This is an optimization exercise on Yosys and OpenROAD, whose aim is small area, not a production implementation. RTL that was checked went through simulation tests only; none was proved equivalent to the original. For runs 4 and 5, only the layout was checked, not whether the RTL still works. Power is estimated from default activity; no workload was simulated.

==> design/flow/design.v <==
`timescale 1ns / 1ps
module Basys3_Abacus_Top(
    input clk,
    input rst,
    input btnC,
    input btnR,
    input btnU,
    input [15:0] sw,
    output [6:0] seg,
    output dp,
    output [3:0] an,
    output [15:0] led
);
reg [4:0] c;
reg [6:0] u;
always @(posedge clk) begin
    if (rst) c <= 5'd0;
    else c <= c + 5'd1;
end
always @(posedge clk) begin
    if (rst) u <= 7'd0;
    else if (c[2:0] == 3'd7) u <= (u == 7'd124) ? 7'd0 : u + 7'd1;
end
wire slow_tick = (c == 5'd16);    
wire deb_new   = (c == 5'd17);    
wire set_pulse = (c == 5'd18);    
wire sec_tick  = (u == 7'd62) && (c[2:0] == 3'd4);
reg [2:0] qc, qr, qu;
always @(posedge clk) begin
    if (rst) begin
        qc <= 3'd0; qr <= 3'd0; qu <= 3'd0;
    end else if (slow_tick) begin
        qc <= {qc[1:0], btnC};
        qr <= {qr[1:0], btnR};
        qu <= {qu[1:0], btnU};
    end
end
wire degC = qc[1] & ~qc[2];
wire degR = qr[1] & ~qr[2];
wire degU = qu[1] & ~qu[2];
wire set_time_mode = sw[1] & ~sw[0];
reg sel;
always @(posedge clk) begin
    if (rst) sel <= 1'b0;
    else if (degR & deb_new) sel <= ~sel;
end
wire sel_prev = sel ^ degR;
wire set_minutes = set_pulse & degU & sel_prev;
wire set_hours   = set_pulse & degU & ~sel_prev;
reg [5:0] sec, mn;
reg [4:0] hr;
reg sec_roll, mn_roll, mn_prev, hr_prev;
always @(posedge clk) begin
    if (rst) begin
        sec <= 6'd0; sec_roll <= 1'b0;
    end else if (sec_tick) begin
        if (sec == 6'd59) begin sec <= 6'd0; sec_roll <= 1'b1; end
        else begin sec <= sec + 6'd1; sec_roll <= 1'b0; end
    end
end
wire mn_inc = set_time_mode ? set_minutes : sec_roll;
wire mn_tick = mn_inc & ~mn_prev;
always @(posedge clk) begin
    if (rst) begin
        mn <= 6'd0; mn_roll <= 1'b0; mn_prev <= 1'b0;
    end else begin
        mn_prev <= mn_inc;
        if (mn_tick) begin
            if (mn == 6'd59) begin mn <= 6'd0; mn_roll <= 1'b1; end
            else begin mn <= mn + 6'd1; mn_roll <= 1'b0; end
        end
    end
end
wire hr_inc = set_time_mode ? set_hours : mn_roll;
wire hr_tick = hr_inc & ~hr_prev;
always @(posedge clk) begin
    if (rst) begin
        hr <= 5'd0; hr_prev <= 1'b0;
    end else begin
        hr_prev <= hr_inc;
        if (hr_tick) hr <= (hr == 5'd23) ? 5'd0 : hr + 5'd1;
    end
end
assign led = {16{(mn == sw[9:4]) && ({1'b0, hr} == sw[15:10])}};
reg run;
always @(posedge clk) begin
    if (rst) run <= 1'b0;
    else if (degC & deb_new) run <= ~run;
end
wire sw_en = ~sw[1] & sw[0] & run;
reg [2:0] dcnt;
reg dtmp, dq;
always @(posedge clk) begin
    if (rst) begin
        dcnt <= 3'd0; dtmp <= 1'b0; dq <= 1'b0;
    end else begin
        dq <= dtmp;
        if (sw_en) begin
            if (dcnt == 3'd4) begin dcnt <= 3'd0; dtmp <= ~dtmp; end
            else dcnt <= dcnt + 3'd1;
        end
    end
end
wire ms_tick = dtmp & ~dq;
reg [6:0] ms, ss;
reg ms_roll, ss_prev;
always @(posedge clk) begin
    if (rst || degR) begin
        ms <= 7'd0; ms_roll <= 1'b0;
    end else if (ms_tick) begin
        if (ms == 7'd99) begin ms <= 7'd0; ms_roll <= 1'b1; end
        else begin ms <= ms + 7'd1; ms_roll <= 1'b0; end
    end
end
always @(posedge clk) begin
    if (rst) ss_prev <= 1'b0;
    else ss_prev <= ms_roll;
end
wire ss_tick = ms_roll & ~ss_prev;
always @(posedge clk) begin
    if (rst || degR) ss <= 7'd0;
    else if (ss_tick) ss <= (ss == 7'd99) ? 7'd0 : ss + 7'd1;
end
wire [1:0] s = c[3:2];
reg [6:0] v;
always @(*) begin
    case (sw[1:0])
        2'b01: v = s[1] ? ss : ms;
        2'b11: v = 7'd0;
        default: v = btnC ? (s[1] ? 7'd0 : {1'b0, sec}) : (s[1] ? {2'b0, hr} : {1'b0, mn});
    endcase
end
wire [3:0] tens = v / 7'd10;
wire [3:0] ones = v % 7'd10;
reg [3:0] digit;
always @(posedge clk) begin
    if (rst) digit <= 4'd0;
    else digit <= s[0] ? tens : ones;
end
reg [6:0] a_to_g;
always @(*) begin
    case (digit)
        4'd0: a_to_g = 7'b1000000;
        4'd1: a_to_g = 7'b1111001;
        4'd2: a_to_g = 7'b0100100;
        4'd3: a_to_g = 7'b0110000;
        4'd4: a_to_g = 7'b0011001;
        4'd5: a_to_g = 7'b0010010;
        4'd6: a_to_g = 7'b0000010;
        4'd7: a_to_g = 7'b1111000;
        4'd8: a_to_g = 7'b0000000;
        4'd9: a_to_g = 7'b0010000;
        4'hA: a_to_g = 7'b0111111;
        4'hB: a_to_g = 7'b1111111;
        4'hC: a_to_g = 7'b1110111;
        default: a_to_g = 7'b0000000;
    endcase
end
assign seg = a_to_g;
assign dp = 1'b1;
assign an = ~(4'b0001 << s);
endmodule
==> design/flow/run.sh <==
#!/bin/bash
# synth_recipe.tcl (not shown) runs the flow's synth.tcl, then flattens the netlist and writes it again
# the make line also repeats each setting of config.mk as NAME=value (left out here)
make -C /OpenROAD-flow-scripts/flow DESIGN_CONFIG=/design/flow/config.mk WORK_HOME=/design/flow/orfs CLKGATE_MAP_FILE= SYNTH_SCRIPT=/design/flow/synth_recipe.tcl finish
==> design/flow/config.mk <==
export PLATFORM = sky130hd
export DESIGN_NAME = Basys3_Abacus_Top
export DESIGN_NICKNAME = Basys3_Abacus_Top
export VERILOG_FILES = /design/flow/design.v
export SDC_FILE = /design/flow/constraint.sdc
export NUM_CORES = 4
export LEC_CHECK = 0
export CAP_MARGIN = 20
export CORE_MARGIN = 2
export CORE_UTILIZATION = 40
export SLEW_MARGIN = 20
==> design/flow/constraint.sdc <==
create_clock -name core_clock -period 10.0 [get_ports {clk}]
set_input_delay 2.0000 -clock core_clock [delete_from_list [all_inputs] [get_ports {clk}]]
set_output_delay 2.0000 -clock core_clock [all_outputs]
set_load 0.01 [all_outputs]
==> summary.md, run 1 <==
| Metric | Value |
|---|---|
| Worst hold-check slack | 0.454 ns |
| Seq cells post-synth | 72 |
| First-pass GRT wire length | 15,600 um |
| Register area share after synthesis | 32.6% |
| Total iterations of the first detailed-routing run | 5 |
| Maximum number of pins on one net before global-route repair | 45 |
| Highest attainable clock frequency | 143 MHz |
| Die X-Extent | 109 um |
| Routed wire length | 9310 um |
| Syn_area_per_cell | 8.52 um^2 |
| Final count of hold timing violations | 0 |
| Ratio of final minimum period to clock period | 70.2% |
| Final setup violation count | 0 |
| Clock latency on the worst-skew pair | 0.34 ns |
| Critical Path Most Common Cell | sky130_fd_sc_hd__and3_1 |
| Worst stage delay on the critical path | 1.02 ns |
| Shortest period the worst path allows | 7.02 ns |
| Overall track demand over capacity in global routing | 16.2% |
| Required time of the critical path | 10.25 ns |
| Overall die height | 109 um |
| Post-synthesis cell area | 0.00442 mm^2 |
| Buffers inserted during post-CTS setup optimization | 0 |
| Cell at the slowest stage of the critical path | sky130_fd_sc_hd__clkdlybuf4s50_1 |
| Area of the placeable core | 0.0108 mm^2 |
| Clock root buffer | sky130_fd_sc_hd__clkbuf_8 |
| Number of maximum-capacitance constraint violations | 0 |
| Initial core utilization | 41.0% |
| Buffers added on ports | 45 |
| Uppermost layer routed | met4 |
| Utilization after layout | 46.2% |
| Distinct cell type count after synthesis | 73 |
| Grt ovf | 0 |
| Length of routed wiring on met1 | 4330 um |
| Sink Count | 72 |
| Num ports | 49 |
| Post-synth top flop | sky130_fd_sc_hd__dfxtp_1 |
| Cell Pwr Density | 110 mW/mm^2 |
| # DRC | 0 |
| Result of the run | timing/DRC/antenna clean |
| Clock transition at the register clock pins on the worst setup and hold paths after CTS | 0.08 ns |
| Mapped Nets | 561 |
| Synthesis warning total | 1 |
| Post-layout instance area | 0.00499 mm^2 |
| Initial antenna violation count | 0 |
| Worst setup path class | in -> reg |
| Element type at the critical path end | flop |
| List of cells traversed by the critical path | clkdlybuf4s50_1, nor2b_1, or2b_1, o21a_1, and3_1, a31oi_1, and3_1, ha_1, nor2_1, a221oi_2, a32o_2, o211a_1, mux2i_1, o21ai_2, mux2_2, o31ai_1 |
| Final estimated routing congestion in global placement | 0.840 |
| Setup repair after global routing missed its margin | no |
| Net count, final | 581 |
| Actual slew at the worst max-slew pin | 0.847 ns |
| Wire length on met3 | 275 um |
| Die area | 0.0119 mm^2 |
| Relative slew slack | 43.4% |
| Share of async-settable or async-resettable flops after synthesis | 0% |
| Wire length per cell after detailed routing | 13.6 um |
| Dpl hpwl | 6920 um |
| Post-placement setup slack | 2.72 ns |
| Clock tree from TritonCTS | done |
| Wire length on met2 | 4610 um |
| Maximum level of the CTS H-tree | 3 |
| Maximum ir drop on the vdd rail | 0.0685 mV |
| Post-CTS Hold Buffers | 0 |
| Layout cell share with drive strength beyond 1 | 8.27% |
| Synthesized netlist cell count | 519 |
| Count of flip-flops with a built-in enable after synthesis | 0 |
| Arrival time of data at the critical path endpoint | 7.27 ns |
| Count of pins over their slew limit | 0 |
| Type of the worst min-delay path | reg -> reg |
| Clock Skew | 0.0113 ns |
| Maximum number of buffers from clock root to sink | 2 |
| Number of core rows | 38 |
| DRT antenna net count | 0 |
| Per-cell via count in the routed design | 5.28 |
| Area growth from synthesis to layout | 12.7% |
| Setup TNS Final | 0 ns |
| Post-route setup slack | 2.98 ns |
| Total clock buffers created by CTS | 9 |
| PostCTS Resize Cnt | 0 |
| Filler cell count in the final layout | 1,090 |
| Starting DRT DRC Count | 120 |
| Startpoint kind of the worst setup timing path | input port |
| Via count of the first global-routing pass | 3,348 |
| Worst Path Max Fanout | 21 |
| Antenna Cells | 0 |
| Leakage | 1.72 nW |
| Placed Instance Area | 0.00481 mm^2 |
| Via total after detailed routing | 3,611 |
worst max-delay path: cells and delay by family:
| kind | cells | cell delay (ns) |
|---|---|---|
| adders and majority gates | 1 | 0.35 |
| AOI/OAI and AO/OA | 7 | 1.67 |
| and+or+nand+nor | 5 | 1.72 |
| muxes | 2 | 0.51 |
| buffers and inverters | 1 | 1.02 |
report_power, final:
group / internal (W) / switching [W] / leakage, nW
combinational: 0.0000255 / 0.0000265 / 1.05
clock: 0.0000909 / 0.000112 / 0.0866
sequential: 0.000291 / 0.00000291 / 0.582
total: 0.000407 / 0.000141 / 1.72
cells in the final DEF (no fill, tap or decap), types with 3 or more instances in the layout:
master                            count
sky130_fd_sc_hd__nand3_1             18
sky130_fd_sc_hd__nand4b_1             4
sky130_fd_sc_hd__nor2_1              50
sky130_fd_sc_hd__o211ai_1             6
sky130_fd_sc_hd__a311oi_1             3
sky130_fd_sc_hd__o21a_1               4
sky130_fd_sc_hd__mux2_2               3
sky130_fd_sc_hd__a31oi_1              6
sky130_fd_sc_hd__and3_1               7
sky130_fd_sc_hd__nor3b_1              6
sky130_fd_sc_hd__a21oi_1             31
sky130_fd_sc_hd__xor2_1              23
sky130_fd_sc_hd__nand2b_1             5
sky130_fd_sc_hd__nor2b_1              8
sky130_fd_sc_hd__o21ai_0             12
sky130_fd_sc_hd__o31ai_1              3
sky130_fd_sc_hd__o21ai_1              5
sky130_fd_sc_hd__clkdlybuf4s50_1     45
sky130_fd_sc_hd__ha_1                21
sky130_fd_sc_hd__clkbuf_8             9
sky130_fd_sc_hd__o21ai_2              3
sky130_fd_sc_hd__dfxtp_1             72
sky130_fd_sc_hd__buf_4                3
sky130_fd_sc_hd__and2_1               3
sky130_fd_sc_hd__mux2i_1             22
sky130_fd_sc_hd__inv_1               16
sky130_fd_sc_hd__nand2_1             50
sky130_fd_sc_hd__or3_1                6
sky130_fd_sc_hd__xnor2_1             20
sky130_fd_sc_hd__nor3_1               7
sky130_fd_sc_hd__nand3b_1             6
sky130_fd_sc_hd__nand4_1             16
synth_stat cells, types with 7 or more instances:
cell type | count | share of area (%)
sky130_fd_sc_hd__dfxtp_1 | 72 | 33
sky130_fd_sc_hd__nand2_1 | 50 | 4.2
sky130_fd_sc_hd__nor2_1 | 50 | 4.2
sky130_fd_sc_hd__a21oi_1 | 31 | 3.5
sky130_fd_sc_hd__xor2_1 | 23 | 4.6
sky130_fd_sc_hd__mux2i_1 | 22 | 5.0
sky130_fd_sc_hd__ha_1 | 21 | 5.9
sky130_fd_sc_hd__xnor2_1 | 20 | 4.0
sky130_fd_sc_hd__nand3_1 | 18 | 2.0
sky130_fd_sc_hd__buf_4 | 17 | 2.9
sky130_fd_sc_hd__inv_1 | 16 | 1.4
sky130_fd_sc_hd__nand4_1 | 16 | 2.3
sky130_fd_sc_hd__o21ai_0 | 12 | 1.4
sky130_fd_sc_hd__clkbuf_1 | 9 | 0.76
sky130_fd_sc_hd__nor2b_1 | 8 | 1.1
sky130_fd_sc_hd__and3_1 | 7 | 0.99
sky130_fd_sc_hd__nor3_1 | 7 | 0.79
area by class of cell:
class	instances	area (um^2)	area share, %
Clock inverter	6	43.8	0.878
Tap cell	140	175	3.51
Timing Repair Buffer	48	473	9.49
Inverter	16	60.1	1.20
Clock buffer	10	128	2.56
Multi-Input combinational cell	392	2670	53.5
Sequential cell	72	1440	28.9
worst paths after layout:
path | slack, ns | from | cells past startpoint | to
setup / recovery | 2.98 | sw[0] | 16 | seg[1]
hold / removal | 0.45 | qc[2] | 2 | qc[2]
setup reg to reg | 5.08 | c[3] | 18 | seg[1]
hold reg to reg | 0.45 | qc[2] | 2 | qc[2]
sequential cells by signal, indices dropped and copies added, names as in the netlist, 5 cells and up:
name  flops
c         5
hr        5
mn        6
ms        7
sec       6
seg       7
ss        7
u         7
cell families after synthesis:
group	after synthesis	synth area share (%)
simple gates	199	22.6
compound gates	100	16.5
flops	72	32.6
buf+inv	55	7.16
xor+xnor	43	8.51
mux	27	6.39
fa+ha+maj	22	6.17
other cells	1	0.0848
routing by layer:
metal	track usage, %	up-vias
met5	0	-
met4	5.13	0
met3	3.35	9
met2	27.2	48
met1	20.9	1697
li1	-	1857
metrics by stage:
step	total power [W]	instances
floorplan	0.000332	519
global placement	0.000352	668
detailed placement	0.000353	668
CTS	0.000557	684
global route	0.000577	684
finish	0.000548	684
==> inputs of run 2 (changes only) <==
==> design/flow/flow/run.sh (new file) <==
#!/bin/bash
# Own layout flow: the standard synthesis, then the combinational logic re-mapped for
# area (registers untouched, equivalence proven by Yosys), then the standard layout.
set -euo pipefail
W=$PWD
R=$W/orfs/results/${FLOW_PLATFORM:-sky130hd}/Basys3_Abacus_Top/base
bash standard.sh synth > $W/standard_synth.log 2>&1
cp $R/1_2_yosys.v $W/std_netlist.v
if bash flow/reopt.sh $W/std_netlist.v $W/reopt_netlist.v $W/reopt > $W/reopt.log 2>&1 \
   && grep -q "Equivalence successfully proven" $W/reopt/equiv_yosys.log \
   && [[ ! -s $W/reopt/regs.diff ]]; then
  echo "using the re-mapped netlist" >> $W/reopt.log
  cp $W/reopt_netlist.v $R/1_2_yosys.v
  rm -f $R/1_synth.odb $R/1_synth.sdc
else
  echo "keeping the standard netlist" >> $W/reopt.log
fi
if [[ -f flow/port_buffer ]]; then
  export BUFFER_PORTS_ARGS="-buffer_cell $(cat flow/port_buffer)"
fi
bash standard.sh finish > $W/standard_finish.log 2>&1
==> design/flow/flow/area.abc (new file) <==
strash
&get -n
&deepsyn -T 20
&put
dch -f
map -a
==> design/flow/flow/dont_use.txt (new file) <==
sky130_fd_sc_hd__lpflow_bleeder_1
sky130_fd_sc_hd__lpflow_clkbufkapwr_1
sky130_fd_sc_hd__lpflow_clkbufkapwr_16
sky130_fd_sc_hd__lpflow_clkbufkapwr_2
sky130_fd_sc_hd__lpflow_clkbufkapwr_4
sky130_fd_sc_hd__lpflow_clkbufkapwr_8
sky130_fd_sc_hd__lpflow_clkinvkapwr_1
sky130_fd_sc_hd__lpflow_clkinvkapwr_16
sky130_fd_sc_hd__lpflow_clkinvkapwr_2
sky130_fd_sc_hd__lpflow_clkinvkapwr_4
sky130_fd_sc_hd__lpflow_clkinvkapwr_8
sky130_fd_sc_hd__lpflow_decapkapwr_12
sky130_fd_sc_hd__lpflow_decapkapwr_3
sky130_fd_sc_hd__lpflow_decapkapwr_4
sky130_fd_sc_hd__lpflow_decapkapwr_6
sky130_fd_sc_hd__lpflow_decapkapwr_8
sky130_fd_sc_hd__lpflow_inputiso0n_1
sky130_fd_sc_hd__lpflow_inputiso0p_1
sky130_fd_sc_hd__lpflow_inputiso1n_1
sky130_fd_sc_hd__lpflow_inputiso1p_1
sky130_fd_sc_hd__lpflow_inputisolatch_1
sky130_fd_sc_hd__lpflow_isobufsrc_1
sky130_fd_sc_hd__lpflow_isobufsrc_16
sky130_fd_sc_hd__lpflow_isobufsrc_2
sky130_fd_sc_hd__lpflow_isobufsrc_4
sky130_fd_sc_hd__lpflow_isobufsrc_8
sky130_fd_sc_hd__lpflow_isobufsrckapwr_16
sky130_fd_sc_hd__lpflow_lsbuf_lh_hl_isowell_tap_1
sky130_fd_sc_hd__lpflow_lsbuf_lh_hl_isowell_tap_2
sky130_fd_sc_hd__lpflow_lsbuf_lh_hl_isowell_tap_4
sky130_fd_sc_hd__lpflow_lsbuf_lh_isowell_4
sky130_fd_sc_hd__lpflow_lsbuf_lh_isowell_tap_1
sky130_fd_sc_hd__lpflow_lsbuf_lh_isowell_tap_2
sky130_fd_sc_hd__lpflow_lsbuf_lh_isowell_tap_4
sky130_fd_sc_hd__probe_p_8
sky130_fd_sc_hd__probec_p_8
==> design/flow/flow/reopt.sh (new file) <==
#!/bin/bash
# Re-map the combinational logic of the standard synthesis netlist for area.
# Flip-flops are kept as black boxes, so their instance names and cell types stay as
# the standard synthesis made them.
# usage: reopt.sh IN.v OUT.v WORKDIR
set -euo pipefail
IN=$1; OUT=$2; D=$3
HERE=$(cd "$(dirname "$0")" && pwd)
YOSYS=${YOSYS_EXE:-/OpenROAD-flow-scripts/tools/install/yosys/bin/yosys}
LIB=${FLOW_HOME:-/OpenROAD-flow-scripts/flow}/platforms/sky130hd/lib/sky130_fd_sc_hd__tt_025C_1v80.lib
mkdir -p $D
SEQ=$(grep -o 'sky130_fd_sc_hd__[a-z0-9_]*' $IN | sort -u | grep -E '__(df|edf|sdf|dl|sdl|edfxbp)' || true)
DONT=""
for c in $(cat $HERE/dont_use.txt); do DONT="$DONT -dont_use $c"; done
cp $HERE/area.abc $D/area.abc
{
  echo "read_liberty -ignore_miss_func $LIB"
  for c in $SEQ; do echo "blackbox $c"; done
  echo "read_verilog $IN"
  echo "hierarchy -top Basys3_Abacus_Top"
  echo "flatten"
  echo "opt -purge"
  echo "abc -script $D/area.abc -liberty $LIB $DONT"
  echo "opt_clean -purge"
  echo "hilomap -singleton -hicell sky130_fd_sc_hd__conb_1 HI -locell sky130_fd_sc_hd__conb_1 LO"
  echo "insbuf -buf sky130_fd_sc_hd__buf_1 A X"
  echo "opt_clean -purge"
  echo "tee -o $D/reopt_stat.txt stat -liberty $LIB"
  echo "write_verilog -noattr -nohex -nodec $OUT"
} > $D/reopt.ys
$YOSYS -s $D/reopt.ys > $D/reopt_yosys.log 2>&1
# prove the new netlist equal to the standard one, register for register
{
  echo "read_liberty -ignore_miss_func $LIB"
  echo "read_verilog $IN"
  echo "rename Basys3_Abacus_Top gold"
  echo "read_verilog $OUT"
  echo "rename Basys3_Abacus_Top gate"
  echo "hierarchy -check"
  echo "flatten gold gate"
  echo "opt_clean"
  echo "equiv_make gold gate equiv"
  echo "hierarchy -top equiv"
  echo "equiv_simple -undef"
  echo "equiv_induct -undef"
  echo "equiv_status -assert"
} > $D/equiv.ys
$YOSYS -s $D/equiv.ys > $D/equiv_yosys.log 2>&1
# the same registers, by name and cell type
diff <(grep -E '^\s*sky130_fd_sc_hd__(df|edf|sdf|dl|sdl)' $IN | awk '{print $1, $2}' | sort) \
     <(grep -E '^\s*sky130_fd_sc_hd__(df|edf|sdf|dl|sdl)' $OUT | awk '{print $1, $2}' | sort) > $D/regs.diff
==> design/flow/standard.sh (new file) <==
#!/bin/bash
# synth_recipe.tcl (not shown) runs the flow's synth.tcl, then flattens the netlist and writes it again
# the make line also repeats each setting of config.mk as NAME=value (left out here)
make -C /OpenROAD-flow-scripts/flow DESIGN_CONFIG=/design/flow/config.mk WORK_HOME=/design/flow/orfs CLKGATE_MAP_FILE= SYNTH_SCRIPT=/design/flow/synth_recipe.tcl "${@:-finish}"
--- a/design/flow/config.mk
+++ b/design/flow/config.mk
@@ -5,7 +5,9 @@
 export SDC_FILE = /design/flow/constraint.sdc
 export NUM_CORES = 4
 export LEC_CHECK = 0
+export ABC_AREA = 1
 export CAP_MARGIN = 20
 export CORE_MARGIN = 2
 export CORE_UTILIZATION = 40
+export CTS_BUF_LIST = sky130_fd_sc_hd__clkbuf_4
 export SLEW_MARGIN = 20
removed: design/flow/run.sh
==> run 2 against run 1 <==
Still clean. Register-to-register slack improved by 1.1 ns. Clock skew up 0.0053 ns. Combinational power down 35%. Count of clock-buffer cells in the layout shrank 1. Flip-flop and latch count unchanged. Clock power hardly changed. Global-route usage increased by 1.5 points. Critical path depth shrank 10. Via count is 14% lower. Synthesized cell count decreased by 9.1%. Critical path type is now in -> out. Largest cell class unchanged. Highest routed layer unchanged.
==> summary.md, run 2 <==
| Metric | Value |
|---|---|
| Maximum number of buffers from clock root to sink | 2 (unchanged) |
| Maximum ir drop on the vdd rail | 0.0724 mV (+5.6%) |
| Final count of hold timing violations | 0 (unchanged) |
| Antenna Cells | 0 (unchanged) |
| Syn_area_per_cell | 6.97 um^2 (-18%) |
| Worst setup path class | in -> out |
| Overall die height | 94.7 um (-13%) |
| Wire length per cell after detailed routing | 12.1 um (-11%) |
| Final setup violation count | 0 (unchanged) |
| Clock Skew | 0.0166 ns (+0.00532 ns) |
| Uppermost layer routed | met4 |
| Result of the run | timing/DRC/antenna clean |
| Clock root buffer | sky130_fd_sc_hd__clkbuf_4 |
| Most frequent cells in the layout | sky130_fd_sc_hd__nor2_1, sky130_fd_sc_hd__clkinv_1, sky130_fd_sc_hd__dfxtp_1 |
| Element type at the critical path end | primary output |
| DRT antenna net count | 0 (unchanged) |
| Actual slew at the worst max-slew pin | 0.755 ns (-0.0923 ns) |
| Startpoint kind of the worst setup timing path | input port |
| Overall track demand over capacity in global routing | 17.8% (+1.5 points) |
| Cell at the slowest stage of the critical path | sky130_fd_sc_hd__clkdlybuf4s50_1 |
| Clock latency on the worst-skew pair | 0.42 ns (+0.08 ns) |
| Grt ovf | 0 (unchanged) |
| Total clock buffers created by CTS | 9 (unchanged) |
| Number of core rows | 33 (-13%) |
| Shortest period the worst path allows | 6.21 ns (-0.804 ns) |
| Net count, final | 534 (-8.1%) |
| Number of maximum-capacitance constraint violations | 0 (unchanged) |
| Initial core utilization | 40.7% (-0.30 points) |
| Ratio of final minimum period to clock period | 62.1% (-8.0 points) |
| List of cells traversed by the critical path | clkdlybuf4s50_1, clkinv_1, a22oi_1, nand4_1, nor4_4, clkdlybuf4s50_1 |
| Leading cell type in the layout, fill and taps excluded | sky130_fd_sc_hd__nor2_1 |
| Bufs and invs on worst path | 3 (+2) |
| Routed wire length | 7540 um (-19%) |
| Initial antenna violation count | 0 (unchanged) |
| Area growth from synthesis to layout | 21.1% |
| Layout cell share with drive strength beyond 1 | 4.26% (-4.0 points) |
| CP Depth | 6 (-10) |
| Worst stage delay on the critical path | 0.68 ns (-0.34 ns) |
| Setup TNS Final | 0 ns (unchanged) |
| Length of routed wiring on met1 | 3610 um (-17%) |
| Per-cell via count in the routed design | 4.98 (-5.7%) |
| Post-synthesis cell area | 0.00329 mm^2 (-26%) |
| PostCTS Resize Cnt | 0 (unchanged) |
| Buffers added on ports | 45 (unchanged) |
| Logic depth of the worst register-to-register path | 20 (+2) |
| Dpl hpwl | 5800 um (-16%) |
| Num ports | 49 (unchanged) |
| Family with the most delay on the worst path | buffers and inverters |
| Post-CTS Hold Buffers | 0 (unchanged) |
| Worst Path Max Fanout | 16 (-24%) |
| Cell Pwr Density | 133 mW/mm^2 (+21%) |
| Required time of the critical path | 8.00 ns (-2.25 ns) |
| Synthesis warning total | 1 (unchanged) |
| Critical Path Most Common Cell | sky130_fd_sc_hd__clkdlybuf4s50_1 |
| Setup repair after global routing missed its margin | no |
| Layout Cells excl Fill | 621 (-9.2%) |
| Synthesized netlist cell count | 472 (-9.1%) |
| Via total after detailed routing | 3,090 (-14%) |
| Die X-Extent | 94.7 um (-13%) |
| Final estimated routing congestion in global placement | 0.824 (-1.9%) |
| Clock transition at the register clock pins on the worst setup and hold paths after CTS | 0.11 ns (+0.03 ns) |
| Highest attainable clock frequency | 161 MHz (+13%) |
| Arrival time of data at the critical path endpoint | 4.21 ns (-3.06 ns) |
| # DRC | 0 (unchanged) |
| Maximum level of the CTS H-tree | 3 (unchanged) |
| Relative slew slack | 49.2% (+5.9 points) |
| Sink Count | 72 (unchanged) |
| Post-route total power | 0.000529 W (-3.6%) |
| First-pass GRT wire length | 12,400 um (-20%) |
| Mapped Nets | 493 (-12%) |
| Via count of the first global-routing pass | 2,753 (-18%) |
| Buffers inserted during post-CTS setup optimization | 0 (unchanged) |
| Cells on Worst Hold Path | 2 (unchanged) |
| Total iterations of the first detailed-routing run | 4 (-1) |
| Leakage | 1.32 nW (-23%) |
| Maximum number of pins on one net before global-route repair | 25 (-44%) |
| Wire length on met2 | 3580 um (-22%) |
| Wire length on met3 | 270 um (-1.8%) |
| Clock tree from TritonCTS | done |
| Type of the worst min-delay path | reg -> reg |
| Count of pins over their slew limit | 0 (unchanged) |
| # placed instances | 607 (-9.1%) |
| Die area | 0.00897 mm^2 (-25%) |
| Starting DRT DRC Count | 147 (+23%) |
| Area of the placeable core | 0.00809 mm^2 (-25%) |
## run 2: routing by layer
metal / up-vias / track usage, %
met5: - / 0
met4: 0 / 6.40
met3: 7 / 2.95
met2: 44 / 28.9
met1: 1399 / 23.7
li1: 1640 / -
## run 2: report_power, final
group / internal (W) / switching [W]
logic: 0.0000159 / 0.0000179
clock network: 0.0000990 / 0.000105
registers: 0.000290 / 0.00000180
total: 0.000405 / 0.000124
## run 2: worst reg2reg max path: cells and delay by family, from the launching register on
kind,cells,cell delay (ns)
XOR/XNOR,1,0.13
buffers and inverters,5,0.67
AO/OA/AOI/OAI,8,1.51
AND/OR/NAND/NOR,6,0.94
flip-flops,1,0.51
## run 2: cell type report
class,count,area (um^2)
Fill cell,834,4110
Multi-Input combinational cell,302,1500
Sequential cell,72,1440
Timing Repair Buffer,46,458
Inverter,82,308
Tap cell,105,131
Clock inverter,5,83.8
Clock buffer,9,67.6
## run 2: worst paths after layout
| kind | endpoint | slack [ns] | startpoint |
|---|---|---|---|
| worst max-delay path | led[11] | 3.79 | sw[4] |
| worst min-delay path | ss_prev | 0.45 | ms_roll |
| worst max register to register | seg[3] | 6.14 | c[3] |
| worst min register to register | ss_prev | 0.45 | ms_roll |
## run 2: per-stage QoR
stage               utilization [%]  hold WS, ns  cell area [um^2]  setup slack (ns)
floorplan                         -        0.423              3290              4.12
global placement               47.3        0.441              3830              3.57
detailed placement             47.3        0.443              3830              3.45
CTS                            49.2        0.463              3980              3.47
global route                   49.3        0.469              3990              3.57
finish                         49.3        0.447              3990              3.79
==> inputs of run 3 (changes only) <==
--- a/design/flow/design.v
+++ b/design/flow/design.v
@@ -137,25 +137,14 @@
     if (rst) digit <= 4'd0;
     else digit <= s[0] ? tens : ones;
 end
-reg [6:0] a_to_g;
-always @(*) begin
-    case (digit)
-        4'd0: a_to_g = 7'b1000000;
-        4'd1: a_to_g = 7'b1111001;
-        4'd2: a_to_g = 7'b0100100;
-        4'd3: a_to_g = 7'b0110000;
-        4'd4: a_to_g = 7'b0011001;
-        4'd5: a_to_g = 7'b0010010;
-        4'd6: a_to_g = 7'b0000010;
-        4'd7: a_to_g = 7'b1111000;
-        4'd8: a_to_g = 7'b0000000;
-        4'd9: a_to_g = 7'b0010000;
-        4'hA: a_to_g = 7'b0111111;
-        4'hB: a_to_g = 7'b1111111;
-        4'hC: a_to_g = 7'b1110111;
-        default: a_to_g = 7'b0000000;
-    endcase
-end
+wire [6:0] a_to_g;
+assign a_to_g[0] = (digit[0] & ~digit[1] & ~digit[2] & ~digit[3]) | (~digit[0] & ~digit[1] & digit[2]);
+assign a_to_g[1] = (digit[0] & ~digit[1] & digit[2]) | (~digit[0] & digit[1] & digit[2]);
+assign a_to_g[2] = (~digit[0] & digit[1] & ~digit[2]);
+assign a_to_g[3] = (digit[0] & ~digit[1] & ~digit[2] & ~digit[3]) | (~digit[0] & ~digit[1] & digit[2]) | (digit[0] & digit[1] & digit[2]);
+assign a_to_g[4] = (digit[0]) | (~digit[1] & digit[2]);
+assign a_to_g[5] = (digit[0] & ~digit[2] & ~digit[3]) | (digit[1] & ~digit[2]) | (digit[0] & digit[1]);
+assign a_to_g[6] = (~digit[1] & ~digit[2] & ~digit[3]) | (digit[0] & digit[1] & digit[2]);
 assign seg = a_to_g;
 assign dp = 1'b1;
 assign an = ~(4'b0001 << s);
--- a/design/flow/flow/run.sh
+++ b/design/flow/flow/run.sh
@@ -8,6 +8,7 @@
 cp $R/1_2_yosys.v $W/std_netlist.v
 if bash flow/reopt.sh $W/std_netlist.v $W/reopt_netlist.v $W/reopt > $W/reopt.log 2>&1 \
    && grep -q "Equivalence successfully proven" $W/reopt/equiv_yosys.log \
+   && ! grep -q '\$' $W/reopt/reopt_stat.txt \
    && [[ ! -s $W/reopt/regs.diff ]]; then
   echo "using the re-mapped netlist" >> $W/reopt.log
   cp $W/reopt_netlist.v $R/1_2_yosys.v
@@ -15,6 +16,9 @@
 else
   echo "keeping the standard netlist" >> $W/reopt.log
 fi
+if [[ -f flow/cts_args ]]; then
+  export CTS_ARGS="$(cat flow/cts_args)"
+fi
 if [[ -f flow/port_buffer ]]; then
   export BUFFER_PORTS_ARGS="-buffer_cell $(cat flow/port_buffer)"
 fi
==> design/flow/flow/area.abc (replaced) <==
strash
&get -n
&deepsyn -J 100
&dch -f
&nf -R 1000
&put
==> design/flow/flow/cts_args (new file) <==
-sink_clustering_enable -repair_clock_nets -buf_list {sky130_fd_sc_hd__clkbuf_4 sky130_fd_sc_hd__clkbuf_8} -dont_use_dummy_load
==> design/flow/flow/port_buffer (new file) <==
sky130_fd_sc_hd__buf_1
--- a/design/flow/flow/reopt.sh
+++ b/design/flow/flow/reopt.sh
@@ -12,7 +12,7 @@
 SEQ=$(grep -o 'sky130_fd_sc_hd__[a-z0-9_]*' $IN | sort -u | grep -E '__(df|edf|sdf|dl|sdl|edfxbp)' || true)
 DONT=""
 for c in $(cat $HERE/dont_use.txt); do DONT="$DONT -dont_use $c"; done
-cp $HERE/area.abc $D/area.abc
+cp ${ABC_SCRIPT:-$HERE/area.abc} $D/area.abc
 {
   echo "read_liberty -ignore_miss_func $LIB"
   for c in $SEQ; do echo "blackbox $c"; done
@@ -37,6 +37,7 @@
   echo "read_verilog $OUT"
   echo "rename Basys3_Abacus_Top gate"
   echo "hierarchy -check"
+  echo "rename -hide gold/w:_* gold/c:_* gate/w:_* gate/c:_*"
   echo "flatten gold gate"
   echo "opt_clean"
   echo "equiv_make gold gate equiv"
--- a/design/flow/config.mk
+++ b/design/flow/config.mk
@@ -9,5 +9,4 @@
 export CAP_MARGIN = 20
 export CORE_MARGIN = 2
 export CORE_UTILIZATION = 40
-export CTS_BUF_LIST = sky130_fd_sc_hd__clkbuf_4
 export SLEW_MARGIN = 20
==> run 3 against run 2 <==
Largest power group unchanged. Sequential power decreased by 5%. Clock power is 17% lower. Non-clock buffer count grew 1. First-iteration DRC count rose by 27%. Fmax rose by 6.7%. Critical path depth did not move. Flip-flop and latch count fell by 3.
==> summary.md, run 3 <==
| Metric | Value |
|---|---|
| Final count of hold timing violations | 0 (unchanged) |
| Antenna Cells | 0 (unchanged) |
| Clock transition at the register clock pins on the worst setup and hold paths after CTS | 0.06 ns (-0.05 ns) |
| Number of maximum-capacitance constraint violations | 0 (unchanged) |
| Initial core utilization | 40.8% (+0.16 points) |
| Worst setup path class | in -> out |
| Synthesis warning total | 1 (unchanged) |
| Sink Count | 69 (-4.2%) |
| Total iterations of the first detailed-routing run | 4 (unchanged) |
| DRT antenna net count | 0 (unchanged) |
| Final setup violation count | 0 (unchanged) |
| Starting DRT DRC Count | 187 (+27%) |
| Layout cell share with drive strength beyond 1 | 2.85% (-1.4 points) |
| Element type at the critical path end | primary output |
| Maximum ir drop on the vdd rail | 0.0809 mV (+12%) |
| Count of pins over their slew limit | 0 (unchanged) |
| Cell Pwr Density | 133 mW/mm^2 (about the same) |
| Worst Path Max Fanout | 16 (unchanged) |
| Die X-Extent | 92.4 um (-2.5%) |
| Area of the placeable core | 0.00765 mm^2 (-5.5%) |
| Post-synthesis cell area | 0.00312 mm^2 (-5.1%) |
| Maximum number of pins on one net before global-route repair | 26 (+4.0%) |
| Overall die height | 92.4 um (-2.5%) |
| Leading cell type in the layout, fill and taps excluded | sky130_fd_sc_hd__dfxtp_1 |
| Setup repair after global routing missed its margin | no |
| Startpoint kind of the worst setup timing path | input port |
| Arrival time of data at the critical path endpoint | 3.82 ns (-0.39 ns) |
| Overall track demand over capacity in global routing | 16.6% (-1.1 points) |
| Clock tree from TritonCTS | done |
| Area growth from synthesis to layout | 12.2% |
| Shortest period the worst path allows | 5.82 ns (-0.389 ns) |
| Routed wire length | 6770 um (-10%) |
| Layout Cells excl Fill | 523 (-16%) |
| Num ports | 49 (unchanged) |
| Syn_area_per_cell | 8.20 um^2 (+18%) |
| Highest attainable clock frequency | 172 MHz (+6.7%) |
| Clock Skew | 0.0224 ns (+0.00582 ns) |
| Clock root buffer | sky130_fd_sc_hd__clkbuf_8 |
| Total area of multi-input combinational cells | 0.00164 mm^2 (+9.7%) |
| Dpl hpwl | 5050 um (-13%) |
| Initial antenna violation count | 0 (unchanged) |
| Per-cell via count in the routed design | 5.28 (+6.2%) |
| Grt ovf | 0 (unchanged) |
| Clock latency on the worst-skew pair | 0.34 ns (-0.08 ns) |
| Result of the run | timing/DRC/antenna clean |
| Mapped Nets | 402 (-18%) |
| Final estimated routing congestion in global placement | 0.839 (+1.8%) |
| Ratio of final minimum period to clock period | 58.2% (-3.9 points) |
| Filler cell count in the final layout | 779 (-6.6%) |
| Post-layout instance area | 0.00350 mm^2 (-12%) |
| Setup TNS Final | 0 ns (unchanged) |
| Buffers inserted during post-CTS setup optimization | 0 (unchanged) |
| Type of the worst min-delay path | reg -> reg |
| First-pass GRT wire length | 11,400 um (-8.4%) |
| Actual slew at the worst max-slew pin | 0.943 ns (+0.188 ns) |
| Most frequent cells in the layout | sky130_fd_sc_hd__dfxtp_1, sky130_fd_sc_hd__nor2_1, sky130_fd_sc_hd__buf_1 |
| Relative slew slack | 36.6% (-13 points) |
| Leading registers by flop count | ms (7), ss (7), u (7) |
| Via count of the first global-routing pass | 2,514 (-8.7%) |
| # placed instances | 514 (-15%) |
| Required time of the critical path | 8.00 ns (about the same) |
| Placed Instance Area | 0.00338 mm^2 (-12%) |
| Die area | 0.00853 mm^2 (-4.9%) |
| Leakage | 1.27 nW (-4.0%) |
| Maximum level of the CTS H-tree | 3 (unchanged) |
| Post-CTS Hold Buffers | 0 (unchanged) |
| Number of core rows | 32 (-3.0%) |
| Maximum number of buffers from clock root to sink | 2 (unchanged) |
| Combined flip-flop and latch cell area | 0.00138 mm^2 (-4.2%) |
| Wire length per cell after detailed routing | 12.9 um (+6.6%) |
| # DRC | 0 (unchanged) |
| Synthesized netlist cell count | 381 (-19%) |
| Total clock buffers created by CTS | 9 (unchanged) |
| Net count, final | 444 (-17%) |
| Via total after detailed routing | 2,763 (-11%) |
| Buffers added on ports | 45 (unchanged) |
| PostCTS Resize Cnt | 0 (unchanged) |
## run 3: power by group
group | switching [W] | internal, W | total (W)
Combinational | 0.0000120 | 0.00000605 | 0.0000181
Sequential | 0.00000257 | 0.000276 | 0.000278
Clock | 0.0000887 | 0.0000801 | 0.000169
## run 3: worst paths after layout
kind	from	to	slack, ns	cells past startpoint
worst max register to register	c[3]	digit[2]	6.36	13
worst min register to register	dcnt[1]	dcnt[1]	0.47	1
worst max-delay path	sw[11]	led[8]	4.18	6
worst min-delay path	dcnt[1]	dcnt[1]	0.47	1
## run 3: critical path, cell delays in order
cell and delay (ns):
sky130_fd_sc_hd__buf_1 0.08, sky130_fd_sc_hd__clkinv_1 0.05, sky130_fd_sc_hd__o22ai_1 0.06, sky130_fd_sc_hd__or4_1 0.55, sky130_fd_sc_hd__nor4_2 0.85, sky130_fd_sc_hd__buf_1 0.22
## run 3: per-layer routing
layer / vias to the layer above / share of wire [%] / global-route usage, %
met1: 1269 / 49 / 21.7
met2: 55 / 46 / 26.9
met5: - / 0 / 0
met3: 8 / 4.4 / 4.72
met4: 0 / 0.78 / 4.60
li1: 1431 / - / -
## run 3: cell type report
type                       count  area share, %
inverter                      12           1.29
clock buffer                   9           3.53
timing repair buffer          47           5.25
tap                          102           3.64
multi-input combinational    284           46.9
sequential                    69           39.4
## run 3: metrics by stage
step	total power [W]	setup slack (ns)	hold slack, ns	utilization, %
global placement	0.000302	4.22	0.457	44.2
global route	0.000485	3.97	0.503	45.8
finish	0.000465	4.18	0.472	45.8
floorplan	0.000294	3.79	0.439	-
detailed placement	0.000303	4.16	0.456	44.2
CTS	0.000472	4.16	0.477	45.8
==> inputs of run 4 (changes only) <==
--- a/design/flow/design.v
+++ b/design/flow/design.v
@@ -25,19 +25,25 @@
 wire deb_new   = (c == 5'd17);    
 wire set_pulse = (c == 5'd18);    
 wire sec_tick  = (u == 7'd62) && (c[2:0] == 3'd4);
-reg [2:0] qc, qr, qu;
+reg [1:0] qc, qr, qu;
+reg qc3, qr3, qu3;
 always @(posedge clk) begin
     if (rst) begin
-        qc <= 3'd0; qr <= 3'd0; qu <= 3'd0;
+        qc <= 2'd0; qr <= 2'd0; qu <= 2'd0;
     end else if (slow_tick) begin
-        qc <= {qc[1:0], btnC};
-        qr <= {qr[1:0], btnR};
-        qu <= {qu[1:0], btnU};
+        qc <= {qc[0], btnC};
+        qr <= {qr[0], btnR};
+        qu <= {qu[0], btnU};
     end
 end
-wire degC = qc[1] & ~qc[2];
-wire degR = qr[1] & ~qr[2];
-wire degU = qu[1] & ~qu[2];
+always @(posedge clk) begin
+    if (slow_tick) begin
+        qc3 <= qc[1]; qr3 <= qr[1]; qu3 <= qu[1];
+    end
+end
+wire degC = qc[1] & ~qc3;
+wire degR = qr[1] & ~qr3;
+wire degU = qu[1] & ~qu3;
 wire set_time_mode = sw[1] & ~sw[0];
 reg sel;
 always @(posedge clk) begin
@@ -60,11 +66,11 @@
 end
 wire mn_inc = set_time_mode ? set_minutes : sec_roll;
 wire mn_tick = mn_inc & ~mn_prev;
+always @(posedge clk) mn_prev <= mn_inc;
 always @(posedge clk) begin
     if (rst) begin
-        mn <= 6'd0; mn_roll <= 1'b0; mn_prev <= 1'b0;
+        mn <= 6'd0; mn_roll <= 1'b0;
     end else begin
-        mn_prev <= mn_inc;
         if (mn_tick) begin
             if (mn == 6'd59) begin mn <= 6'd0; mn_roll <= 1'b1; end
             else begin mn <= mn + 6'd1; mn_roll <= 1'b0; end
@@ -73,11 +79,11 @@
 end
 wire hr_inc = set_time_mode ? set_hours : mn_roll;
 wire hr_tick = hr_inc & ~hr_prev;
+always @(posedge clk) hr_prev <= hr_inc;
 always @(posedge clk) begin
     if (rst) begin
-        hr <= 5'd0; hr_prev <= 1'b0;
+        hr <= 5'd0;
     end else begin
-        hr_prev <= hr_inc;
         if (hr_tick) hr <= (hr == 5'd23) ? 5'd0 : hr + 5'd1;
     end
 end
@@ -92,15 +98,15 @@
 reg dtmp, dq;
 always @(posedge clk) begin
     if (rst) begin
-        dcnt <= 3'd0; dtmp <= 1'b0; dq <= 1'b0;
+        dcnt <= 3'd0; dtmp <= 1'b0;
     end else begin
-        dq <= dtmp;
         if (sw_en) begin
             if (dcnt == 3'd4) begin dcnt <= 3'd0; dtmp <= ~dtmp; end
             else dcnt <= dcnt + 3'd1;
         end
     end
 end
+always @(posedge clk) dq <= dtmp;
 wire ms_tick = dtmp & ~dq;
 reg [6:0] ms, ss;
 reg ms_roll, ss_prev;
@@ -113,8 +119,7 @@
     end
 end
 always @(posedge clk) begin
-    if (rst) ss_prev <= 1'b0;
-    else ss_prev <= ms_roll;
+    ss_prev <= ms_roll;
 end
 wire ss_tick = ms_roll & ~ss_prev;
 always @(posedge clk) begin
==> design/flow/flow/area.abc (replaced) <==
strash
&get -n
&deepsyn -J 100 -S @SEED@
&dch -f
&nf -R 1000
&put
==> design/flow/flow/reopt.sh (replaced) <==
#!/bin/bash
# Re-map the combinational logic of the standard synthesis netlist for area.
# Flip-flops are kept as black boxes, so their instance names and cell types stay as
# the standard synthesis made them. ABC runs with a few fixed random seeds and the
# smallest result is kept; Yosys then proves it equal to the standard netlist.
# usage: reopt.sh IN.v OUT.v WORKDIR
set -euo pipefail
IN=$1; OUT=$2; D=$3
HERE=$(cd "$(dirname "$0")" && pwd)
YOSYS=${YOSYS_EXE:-/OpenROAD-flow-scripts/tools/install/yosys/bin/yosys}
LIB=${FLOW_HOME:-/OpenROAD-flow-scripts/flow}/platforms/sky130hd/lib/sky130_fd_sc_hd__tt_025C_1v80.lib
SEEDS=${REOPT_SEEDS:-"0 1 2 3 4 5 6 7"}
JOBS=${NUM_CORES:-4}
mkdir -p $D
SEQ=$(grep -o 'sky130_fd_sc_hd__[a-z0-9_]*' $IN | sort -u | grep -E '__(df|edf|sdf|dl|sdl)' || true)
DONT=""
for c in $(cat $HERE/dont_use.txt); do DONT="$DONT -dont_use $c"; done
run_seed() {
  local s=$1
  sed "s/@SEED@/$s/" ${ABC_SCRIPT:-$HERE/area.abc} > $D/area_$s.abc
  {
    echo "read_liberty -ignore_miss_func $LIB"
    for c in $SEQ; do echo "blackbox $c"; done
    echo "read_verilog $IN"
    echo "hierarchy -top Basys3_Abacus_Top"
    echo "flatten"
    echo "opt -purge"
    echo "abc -script $D/area_$s.abc -liberty $LIB $DONT"
    echo "opt_clean -purge"
    echo "hilomap -singleton -hicell sky130_fd_sc_hd__conb_1 HI -locell sky130_fd_sc_hd__conb_1 LO"
    echo "insbuf -buf sky130_fd_sc_hd__buf_1 A X"
    echo "opt_clean -purge"
    echo "tee -o $D/stat_$s.txt stat -liberty $LIB"
    echo "write_verilog -noattr -nohex -nodec $D/out_$s.v"
  } > $D/reopt_$s.ys
  $YOSYS -s $D/reopt_$s.ys > $D/reopt_yosys_$s.log 2>&1 || true
}
n=0
for s in $SEEDS; do
  run_seed $s &
  n=$((n+1))
  if (( n % JOBS == 0 )); then wait; fi
done
wait
# smallest fully mapped result first
: > $D/ranking.txt
for s in $SEEDS; do
  if [[ -f $D/stat_$s.txt ]] && ! grep -q '\$' $D/stat_$s.txt; then
    echo "$(grep 'Chip area' $D/stat_$s.txt | awk '{print $NF}') $s" >> $D/ranking.txt
  fi
done
sort -g -o $D/ranking.txt $D/ranking.txt
for s in $(awk '{print $2}' $D/ranking.txt); do
  # prove the candidate equal to the standard netlist, register for register
  {
    echo "read_liberty -ignore_miss_func $LIB"
    echo "read_verilog $IN"
    echo "rename Basys3_Abacus_Top gold"
    echo "read_verilog $D/out_$s.v"
    echo "rename Basys3_Abacus_Top gate"
    echo "hierarchy -check"
    echo "rename -hide gold/w:_* gold/c:_* gate/w:_* gate/c:_*"
    echo "flatten gold gate"
    echo "opt_clean"
    echo "equiv_make gold gate equiv"
    echo "hierarchy -top equiv"
    echo "equiv_simple -undef"
    echo "equiv_induct -undef"
    echo "equiv_status -assert"
  } > $D/equiv_$s.ys
  if $YOSYS -s $D/equiv_$s.ys > $D/equiv_yosys_$s.log 2>&1 \
     && grep -q "Equivalence successfully proven" $D/equiv_yosys_$s.log; then
    # the same registers, by name and cell type
    if diff <(grep -E '^\s*sky130_fd_sc_hd__(df|edf|sdf|dl|sdl)' $IN | awk '{print $1, $2}' | sort) \
            <(grep -E '^\s*sky130_fd_sc_hd__(df|edf|sdf|dl|sdl)' $D/out_$s.v | awk '{print $1, $2}' | sort) > $D/regs_$s.diff; then
      cp $D/out_$s.v $OUT
      cp $D/equiv_yosys_$s.log $D/equiv_yosys.log
      cp $D/stat_$s.txt $D/reopt_stat.txt
      : > $D/regs.diff
      echo "chosen seed $s"
      exit 0
    fi
  fi
done
echo "no re-mapped netlist passed"
exit 1
==> run 4 against run 3 <==
Power fell by 0.24%. Fmax grew 3.2%. Non-clock buffer count shrank 1. Register-to-register slack worse by 0.22 ns. Still clean on timing, DRC and antenna. Die area fell by 0.96%. Synthesized area shrank 1.0%. Global-route usage is 0.52 points lower. Utilization fell by 0.10 points. Combinational power is 4% lower. Clock power barely moved.
==> summary.md, run 4 <==
| Metric | Value |
|---|---|
| Area growth from synthesis to layout | 12.5% |
| DRT antenna net count | 0 (unchanged) |
| Die X-Extent | 91.9 um (-0.48%) |
| Total iterations of the first detailed-routing run | 5 (+1) |
| Clock transition at the register clock pins on the worst setup and hold paths after CTS | 0.05 ns (about the same) |
| Element type at the critical path end | primary output |
| Actual slew at the worst max-slew pin | 0.872 ns (-0.0710 ns) |
| Sink Count | 69 (unchanged) |
| Number of core rows | 32 (unchanged) |
| Final estimated routing congestion in global placement | 0.786 (-6.3%) |
| Layout cell share with drive strength beyond 1 | 2.71% (-0.14 points) |
| Setup repair after global routing missed its margin | no |
| # DRC | 0 (unchanged) |
| Setup TNS Final | 0 ns (unchanged) |
| Number of maximum-capacitance constraint violations | 0 (unchanged) |
| Proportion of total power due to net switching | 21.6% (-0.58 points) |
| Family with the most delay on the worst path | compound AO/OA/AOI/OAI gates |
| Leakage | 1.25 nW (-1.2%) |
| Buffers added on ports | 45 (unchanged) |
| Starting DRT DRC Count | 135 (-28%) |
| List of cells traversed by the critical path | buf_1, xor2_1, a2111oi_0, nand4_1, a2111oi_4, buf_1 |
| Overall track demand over capacity in global routing | 16.1% (-0.52 points) |
| PostCTS Resize Cnt | 0 (unchanged) |
| Num ports | 49 (unchanged) |
| Leading registers by flop count | ms (7), ss (7), u (7) |
| Leading cell type in the layout, fill and taps excluded | sky130_fd_sc_hd__dfxtp_1 |
| Clock Skew | 0.0269 ns (+0.00446 ns) |
| Required time of the critical path | 8.00 ns (about the same) |
| First-pass GRT wire length | 10,700 um (-5.8%) |
| CP Depth | 6 (unchanged) |
| Total clock buffers created by CTS | 9 (unchanged) |
| Routed wire length | 6500 um (-4.1%) |
| First element of the critical path | sw[10] |
| Worst stage delay on the critical path | 0.55 ns (-0.30 ns) |
| Post-synthesis cell area | 0.00309 mm^2 (-1.0%) |
| Bufs and invs on worst path | 2 (-1) |
| Via total after detailed routing | 2,693 (-2.5%) |
| Critical Path Most Common Cell | sky130_fd_sc_hd__buf_1 |
| Utilization after layout | 45.7% (-0.10 points) |
| Internal cell power | 0.000364 W (+0.50%) |
| Post-placement setup slack | 4.10 ns (-0.0617 ns) |
| Relative contribution of the clock network to total power | 35.9% (-0.4 points) |
| Overall die height | 91.9 um (-0.48%) |
| Filler cell count in the final layout | 767 (-1.5%) |
| Via count of the first global-routing pass | 2,395 (-4.7%) |
| Synthesis warning total | 1 (unchanged) |
| Dpl hpwl | 4800 um (-4.9%) |
| Maximum number of pins on one net before global-route repair | 33 (+27%) |
| # placed instances | 499 (-2.9%) |
| Power share of the sequential group | 60.3% (+0.5 points) |
| Clock tree from TritonCTS | done |
| Post-route setup slack | 4.36 ns (+0.181 ns) |
| M1 GR Usage | 19.5% (-2.2 points) |
| Count of pins over their slew limit | 0 (unchanged) |
| Wire length per cell after detailed routing | 12.8 um (-1.2%) |
| Switching power | 0.000100 W (-2.9%) |
| Ratio of final minimum period to clock period | 56.4% (-1.8 points) |
| Highest attainable clock frequency | 177 MHz (+3.2%) |
| Area of the placeable core | 0.00761 mm^2 (-0.52%) |
| Logic depth of the worst register-to-register path | 14 (+1) |
| Worst hold-check slack | 0.377 ns (-0.0949 ns) |
| Setup slack of the most critical reg-to-reg path | 6.14 ns (-0.22 ns) |
| Worst Path Max Fanout | 16 (unchanged) |
| Most frequent cells in the layout | sky130_fd_sc_hd__dfxtp_1, sky130_fd_sc_hd__buf_1, sky130_fd_sc_hd__nor2_1 |
| Clock latency on the worst-skew pair | 0.34 ns (about the same) |
| Fraction of power consumed by combinational cells | 3.7% (-0.2 points) |
| Relative slew slack | 41.3% (+4.7 points) |
| Final count of hold timing violations | 0 (unchanged) |
| Initial antenna violation count | 0 (unchanged) |
| Shortest period the worst path allows | 5.64 ns (-0.181 ns) |
| Min-delay src | dtmp |
| Maximum number of buffers from clock root to sink | 2 (unchanged) |
| Syn_area_per_cell | 8.42 um^2 (+2.8%) |
| Startpoint kind of the worst setup timing path | input port |
| Met3 demand-to-capacity share in global routing | 5.18% (+0.46 points) |
| Worst setup path class | in -> out |
| Layout Cells excl Fill | 508 (-2.9%) |
| Met2 usage | 26.8% (-0.11 points) |
| Cell Pwr Density | 133 mW/mm^2 (+0.51%) |
| Net count, final | 429 (-3.4%) |
| Clock root buffer | sky130_fd_sc_hd__clkbuf_8 |
| Post-CTS Hold Buffers | 0 (unchanged) |
| Mapped Nets | 388 (-3.5%) |
| Layer with the highest usage | met2 |
| Antenna Cells | 0 (unchanged) |
| Die area | 0.00845 mm^2 (-0.96%) |
| Per-cell via count in the routed design | 5.30 (+0.34%) |
| End point of the critical path | led[0] |
| Worst reg2reg endpoint | digit[2] |
| Initial core utilization | 40.6% (-0.20 points) |
| Arrival time of data at the critical path endpoint | 3.64 ns (-0.18 ns) |
| Grt ovf | 0 (unchanged) |
| Synthesized netlist cell count | 367 (-3.7%) |
| Cell at the slowest stage of the critical path | sky130_fd_sc_hd__a2111oi_4 |
| Worst reg2reg startpoint | c[3] |
| Type of the worst min-delay path | reg -> reg |
| Result of the run | timing/DRC/antenna clean |
| Maximum level of the CTS H-tree | 3 (unchanged) |
| Maximum ir drop on the vdd rail | 0.0905 mV (+12%) |
| Buffers inserted during post-CTS setup optimization | 0 (unchanged) |
| Final setup violation count | 0 (unchanged) |
==> run 4: cell count changes in the layout (fill, tap and decap cells not counted), moves of 4 or more <==
cell,change
sky130_fd_sc_hd__a21oi_1,+4
sky130_fd_sc_hd__clkinv_1,+5
sky130_fd_sc_hd__nand2_1,-8
sky130_fd_sc_hd__nor2_1,-5
sky130_fd_sc_hd__nor3_1,+8
sky130_fd_sc_hd__o21ai_0,-13
sky130_fd_sc_hd__xor2_1,-4
==> run 4: worst min path at each step <==
stage | to | slack [ns] | cells after the start
floorplan | dq | 0.36 | 0
global placement | dq | 0.37 | 0
detailed placement | dq | 0.38 | 0
CTS | dq | 0.38 | 0
global route | dq | 0.39 | 0
finish | dq | 0.38 | 0
==> run 4: area by class of cell <==
cell class / count / area, um^2 / share of cell area (%)
inverter: 17 / 63.8 / 1.83
multi-input combinational: 265 / 1580 / 45.3
tap: 102 / 128 / 3.67
sequential: 69 / 1410 / 40.6
clock buffer: 9 / 124 / 3.56
timing repair buffer: 46 / 176 / 5.07
==> run 4: worst register-to-register path: stages, from the launching register on <==
cell and delay (ns):
sky130_fd_sc_hd__dfxtp_1 0.44, sky130_fd_sc_hd__nor3b_1 0.70, sky130_fd_sc_hd__a222oi_1 0.26, sky130_fd_sc_hd__nand2_1 0.13, sky130_fd_sc_hd__nor2_1 0.06, sky130_fd_sc_hd__and3_1 0.19
sky130_fd_sc_hd__a21o_1 0.21, sky130_fd_sc_hd__xnor2_1 0.27, sky130_fd_sc_hd__nand3_1 0.12, sky130_fd_sc_hd__a21oi_1 0.24, sky130_fd_sc_hd__or2_0 0.20, sky130_fd_sc_hd__a21oi_1 0.12
sky130_fd_sc_hd__or2_0 0.26, sky130_fd_sc_hd__or3_1 0.32, sky130_fd_sc_hd__a221oi_1 0.24
==> run 4: power by group through the flow <==
| stage | Combinational, W | Sequential [W] | Clock [W] |
|---|---|---|---|
| floorplan | 0.00000909 | 0.000285 | 0 |
| global placement | 0.0000168 | 0.000286 | 0 |
| detailed placement | 0.0000172 | 0.000286 | 0 |
| CTS | 0.0000173 | 0.000280 | 0.000175 |
| global route | 0.0000193 | 0.000280 | 0.000185 |
| finish | 0.0000173 | 0.000280 | 0.000167 |
==> run 4: per-layer routing <==
| metal | part of all wire (%) | vias up |
|---|---|---|
| met5 | 0 | - |
| met4 | 1.4 | 0 |
| met3 | 4.7 | 9 |
| met2 | 48 | 59 |
| met1 | 46 | 1229 |
| li1 | - | 1396 |
==> run 4: metrics by stage <==
step | total power [W] | area, um^2
global placement | 0.000303 | 3340
finish | 0.000464 | 3480
detailed placement | 0.000303 | 3340
floorplan | 0.000294 | 3090
CTS | 0.000472 | 3470
global route | 0.000484 | 3480
==> inputs of run 5 (changes only) <==
--- a/design/flow/config.mk
+++ b/design/flow/config.mk
@@ -8,5 +8,6 @@
 export ABC_AREA = 1
 export CAP_MARGIN = 20
 export CORE_MARGIN = 2
-export CORE_UTILIZATION = 40
+export CORE_UTILIZATION = 70
+export PLACE_DENSITY = 0.8
 export SLEW_MARGIN = 20
==> run 5 against run 4 <==
Still clean. Cell area shrank 1.8%. Sequential power is essentially flat. Utilization grew 34 points. Clock skew shrank 0.0049 ns. Routed wire length shrank 2.6%. Setup slack gained 0.026 ns. Global-route usage grew 11 points. Synthesized area is the same. Fmax grew 0.46%. Final cell count shrank 9.8%.
==> summary.md, run 5 <==
| Metric | Value |
|---|---|
| Grt ovf | 0 (unchanged) |
| Filler cell count in the final layout | 308 (-60%) |
| Number of maximum-capacitance constraint violations | 0 (unchanged) |
| Via total after detailed routing | 2,742 (+1.8%) |
| Result of the run | timing/DRC/antenna clean |
| Starting DRT DRC Count | 173 (+28%) |
| Leading cell type in the layout, fill and taps excluded | sky130_fd_sc_hd__dfxtp_1 |
| Combined flip-flop and latch cell area | 0.00141 mm^2 (unchanged) |
| Maximum number of buffers from clock root to sink | 2 (unchanged) |
| List of cells traversed by the critical path | buf_1, xor2_1, a2111oi_0, nand4_1, a2111oi_4, buf_1 |
| Post-synthesis cell area | 0.00309 mm^2 (unchanged) |
| Buffers inserted during post-CTS setup optimization | 0 (unchanged) |
| Via count of the first global-routing pass | 2,519 (+5.2%) |
| Final count of hold timing violations | 0 (unchanged) |
| Total iterations of the first detailed-routing run | 5 (unchanged) |
| Buffers added on ports | 45 (unchanged) |
| Overall die height | 70.5 um (-23%) |
| Initial antenna violation count | 0 (unchanged) |
| M1 GR Usage | 34.3% (+15 points) |
| DRT antenna net count | 0 (unchanged) |
| Element type at the critical path end | primary output |
| Final setup violation count | 0 (unchanged) |
| Bufs and invs on worst path | 2 (unchanged) |
| Final estimated routing congestion in global placement | 0.828 (+5.3%) |
| Logic depth of the worst register-to-register path | 14 (unchanged) |
| Clock root buffer | sky130_fd_sc_hd__clkbuf_8 |
| Fraction of power consumed by combinational cells | 3.7% (about the same) |
| Number of core rows | 24 (-25%) |
| Routed wire length | 6320 um (-2.6%) |
| Post-route setup slack | 4.38 ns (+0.0260 ns) |
| Ratio of final minimum period to clock period | 56.2% (-0.26 points) |
| Clock tree from TritonCTS | done |
| Post-CTS Hold Buffers | 0 (unchanged) |
| Initial core utilization | 72.0% (+31 points) |
| First-pass GRT wire length | 10,900 um (+1.7%) |
| Worst setup path class | in -> out |
| Clock latency on the worst-skew pair | 0.34 ns (about the same) |
| Worst stage delay on the critical path | 0.57 ns (+0.02 ns) |
| Synthesis warning total | 1 (unchanged) |
| Synthesized netlist cell count | 367 (unchanged) |
| Clock transition at the register clock pins on the worst setup and hold paths after CTS | 0.08 ns (+0.03 ns) |
| Dpl hpwl | 4720 um (-1.8%) |
| Met2 usage | 47.1% (+20 points) |
| Area growth from synthesis to layout | 10.5% |
| Count of pins over their slew limit | 0 (unchanged) |
| Sink Count | 69 (unchanged) |
| CP Depth | 6 (unchanged) |
| Overall track demand over capacity in global routing | 27.5% (+11 points) |
| Per-cell via count in the routed design | 5.99 (+13%) |
| Worst reg2reg endpoint | digit[2] |
| Most frequent cells in the layout | sky130_fd_sc_hd__dfxtp_1, sky130_fd_sc_hd__buf_1, sky130_fd_sc_hd__nor2_1 |
| Post-layout instance area | 0.00342 mm^2 (-1.8%) |
| End point of the critical path | led[2] |
| Internal cell power | 0.000364 W (about the same) |
| Antenna Cells | 0 (unchanged) |
| Total clock buffers created by CTS | 9 (unchanged) |
| # DRC | 0 (unchanged) |
| Utilization after layout | 79.5% (+34 points) |
| Worst hold-check slack | 0.381 ns (+0.00385 ns) |
| Startpoint kind of the worst setup timing path | input port |
| Actual slew at the worst max-slew pin | 0.878 ns (+0.00604 ns) |
| Worst Path Max Fanout | 16 (unchanged) |
| Relative slew slack | 40.9% (-0.41 points) |
| Worst reg2reg startpoint | c[3] |
| Net count, final | 429 (unchanged) |
| Setup slack of the most critical reg-to-reg path | 6.23 ns (+0.09 ns) |
| Die X-Extent | 70.5 um (-23%) |
| Maximum number of pins on one net before global-route repair | 33 (unchanged) |
| Power share of the sequential group | 60.4% (about the same) |
| Leading registers by flop count | ms (7), ss (7), u (7) |
| Proportion of total power due to net switching | 21.6% (-0.040 points) |
| Met3 demand-to-capacity share in global routing | 4.04% (-1.1 points) |
| Placed Instance Area | 0.00328 mm^2 (-1.9%) |
| Leakage | 1.25 nW (unchanged) |
| Layer with the highest usage | met2 |
| Total area of multi-input combinational cells | 0.00158 mm^2 (unchanged) |
| Maximum level of the CTS H-tree | 3 (unchanged) |
| Die area | 0.00496 mm^2 (-41%) |
| Maximum ir drop on the vdd rail | 0.153 mV (+69%) |
| Post-placement setup slack | 4.11 ns (+0.0106 ns) |
| Relative contribution of the clock network to total power | 36.0% (about the same) |
| First element of the critical path | sw[10] |
| Critical Path Most Common Cell | sky130_fd_sc_hd__buf_1 |
| Mapped Nets | 388 (unchanged) |
| Cell Pwr Density | 136 mW/mm^2 (+1.8%) |
| Family with the most delay on the worst path | compound AO/OA/AOI/OAI gates |
| Setup repair after global routing missed its margin | no |
| Shortest period the worst path allows | 5.62 ns (-0.0260 ns) |
| Num ports | 49 (unchanged) |
| Required time of the critical path | 8.00 ns (about the same) |
| Syn_area_per_cell | 8.42 um^2 (unchanged) |
| PostCTS Resize Cnt | 0 (unchanged) |
| Arrival time of data at the critical path endpoint | 3.62 ns (-0.02 ns) |
| Highest attainable clock frequency | 178 MHz (+0.46%) |
| Area of the placeable core | 0.00429 mm^2 (-44%) |
| Cell at the slowest stage of the critical path | sky130_fd_sc_hd__a2111oi_4 |
| Setup TNS Final | 0 ns (unchanged) |
| Switching power | 0.000100 W (-0.20%) |
| Clock Skew | 0.0220 ns (-0.00485 ns) |
| Wire length per cell after detailed routing | 13.8 um (+8.0%) |
| Type of the worst min-delay path | reg -> reg |
| Layout cell share with drive strength beyond 1 | 2.71% (unchanged) |
[run 5: worst min path at each step]
stage	start	endpoint	slack, ns	cells after the start
global placement	dtmp	dq	0.37	0
detailed placement	dtmp	dq	0.37	0
CTS	dtmp	dq	0.38	0
global route	dtmp	dq	0.39	0
floorplan	dtmp	dq	0.36	0
finish	dtmp	dq	0.38	0
[run 5: stage by stage]
step                      power [W]  instances
after floorplan            0.000294        367
after global placement     0.000302        449
after detailed placement   0.000303        449
after CTS                  0.000463        458
after global routing       0.000476        458
final                      0.000464        458
[run 5: cell type report]
cell class / count / area share, %
Timing Repair Buffer: 46 / 5.16
Inverter: 17 / 1.87
Tap cell: 52 / 1.90
Multi-Input combinational cell: 265 / 46.1
Sequential cell: 69 / 41.3
Clock buffer: 9 / 3.63
[run 5: metal layers]
layer	vias to the layer above	part of all wire [%]
li1	1406	-
met1	1269	44
met2	54	50
met3	13	3.7
met4	0	2.0
met5	-	0
[run 5: worst reg2reg max path: stages, from the launching register on]
cell,delay (ns)
sky130_fd_sc_hd__dfxtp_1,0.56
sky130_fd_sc_hd__nor3b_1,0.61
sky130_fd_sc_hd__a222oi_1,0.20
sky130_fd_sc_hd__nand2_1,0.14
sky130_fd_sc_hd__nor2_1,0.07
sky130_fd_sc_hd__and3_1,0.19
sky130_fd_sc_hd__a21o_1,0.21
sky130_fd_sc_hd__xnor2_1,0.26
sky130_fd_sc_hd__nand3_1,0.11
sky130_fd_sc_hd__a21oi_1,0.21
sky130_fd_sc_hd__or2_0,0.20
sky130_fd_sc_hd__a21oi_1,0.12
sky130_fd_sc_hd__or2_0,0.26
sky130_fd_sc_hd__or3_1,0.31
sky130_fd_sc_hd__a221oi_1,0.23
[run 5: power groups by stage]
stage	logic [W]	clock network (W)	registers (W)
finish	0.0000170	0.000167	0.000280
global route	0.0000189	0.000177	0.000280
CTS	0.0000168	0.000166	0.000280
detailed placement	0.0000167	0	0.000286
global placement	0.0000163	0	0.000286
floorplan	0.00000909	0	0.000285

separate check: timing with driven ports:
The flow's constraints put no driver on any port. The routed layouts listed below were extracted and timed again, unchanged, in two steps.
Step 1 (the two cells are an assumption about what drives the block):
set clk [get_ports {clk}]
set_driving_cell -lib_cell sky130_fd_sc_hd__clkbuf_16 $clk
set_driving_cell -lib_cell sky130_fd_sc_hd__buf_2 [delete_from_list [all_inputs] $clk]
Step 2 times the ports against the registers' clock, not the clock port: input delays grow and output delays shrink by t, the midpoint of the rising clock arrivals with the driver on.
a / b / c = no drivers / after step 1 / after step 2; a / b = the first two.
run	shift t [ns]	slack for setup (ns)	cell pins on the clock port's net
run 1	0.366	2.985 / 2.996 / 2.629	1
run 2	0.436	3.789 / 3.765 / 3.765	1
run 3	0.355	4.178 / 4.157 / 4.157	1
run 4	0.357	4.359 / 4.336 / 4.336	1
run 5	0.353	4.385 / 4.365 / 4.365	1
After both steps every run listed still meets setup and hold. For run 1, which loses most, drivers alone change the setup slack by +0.011 ns; drivers and shift together by -0.356 ns.
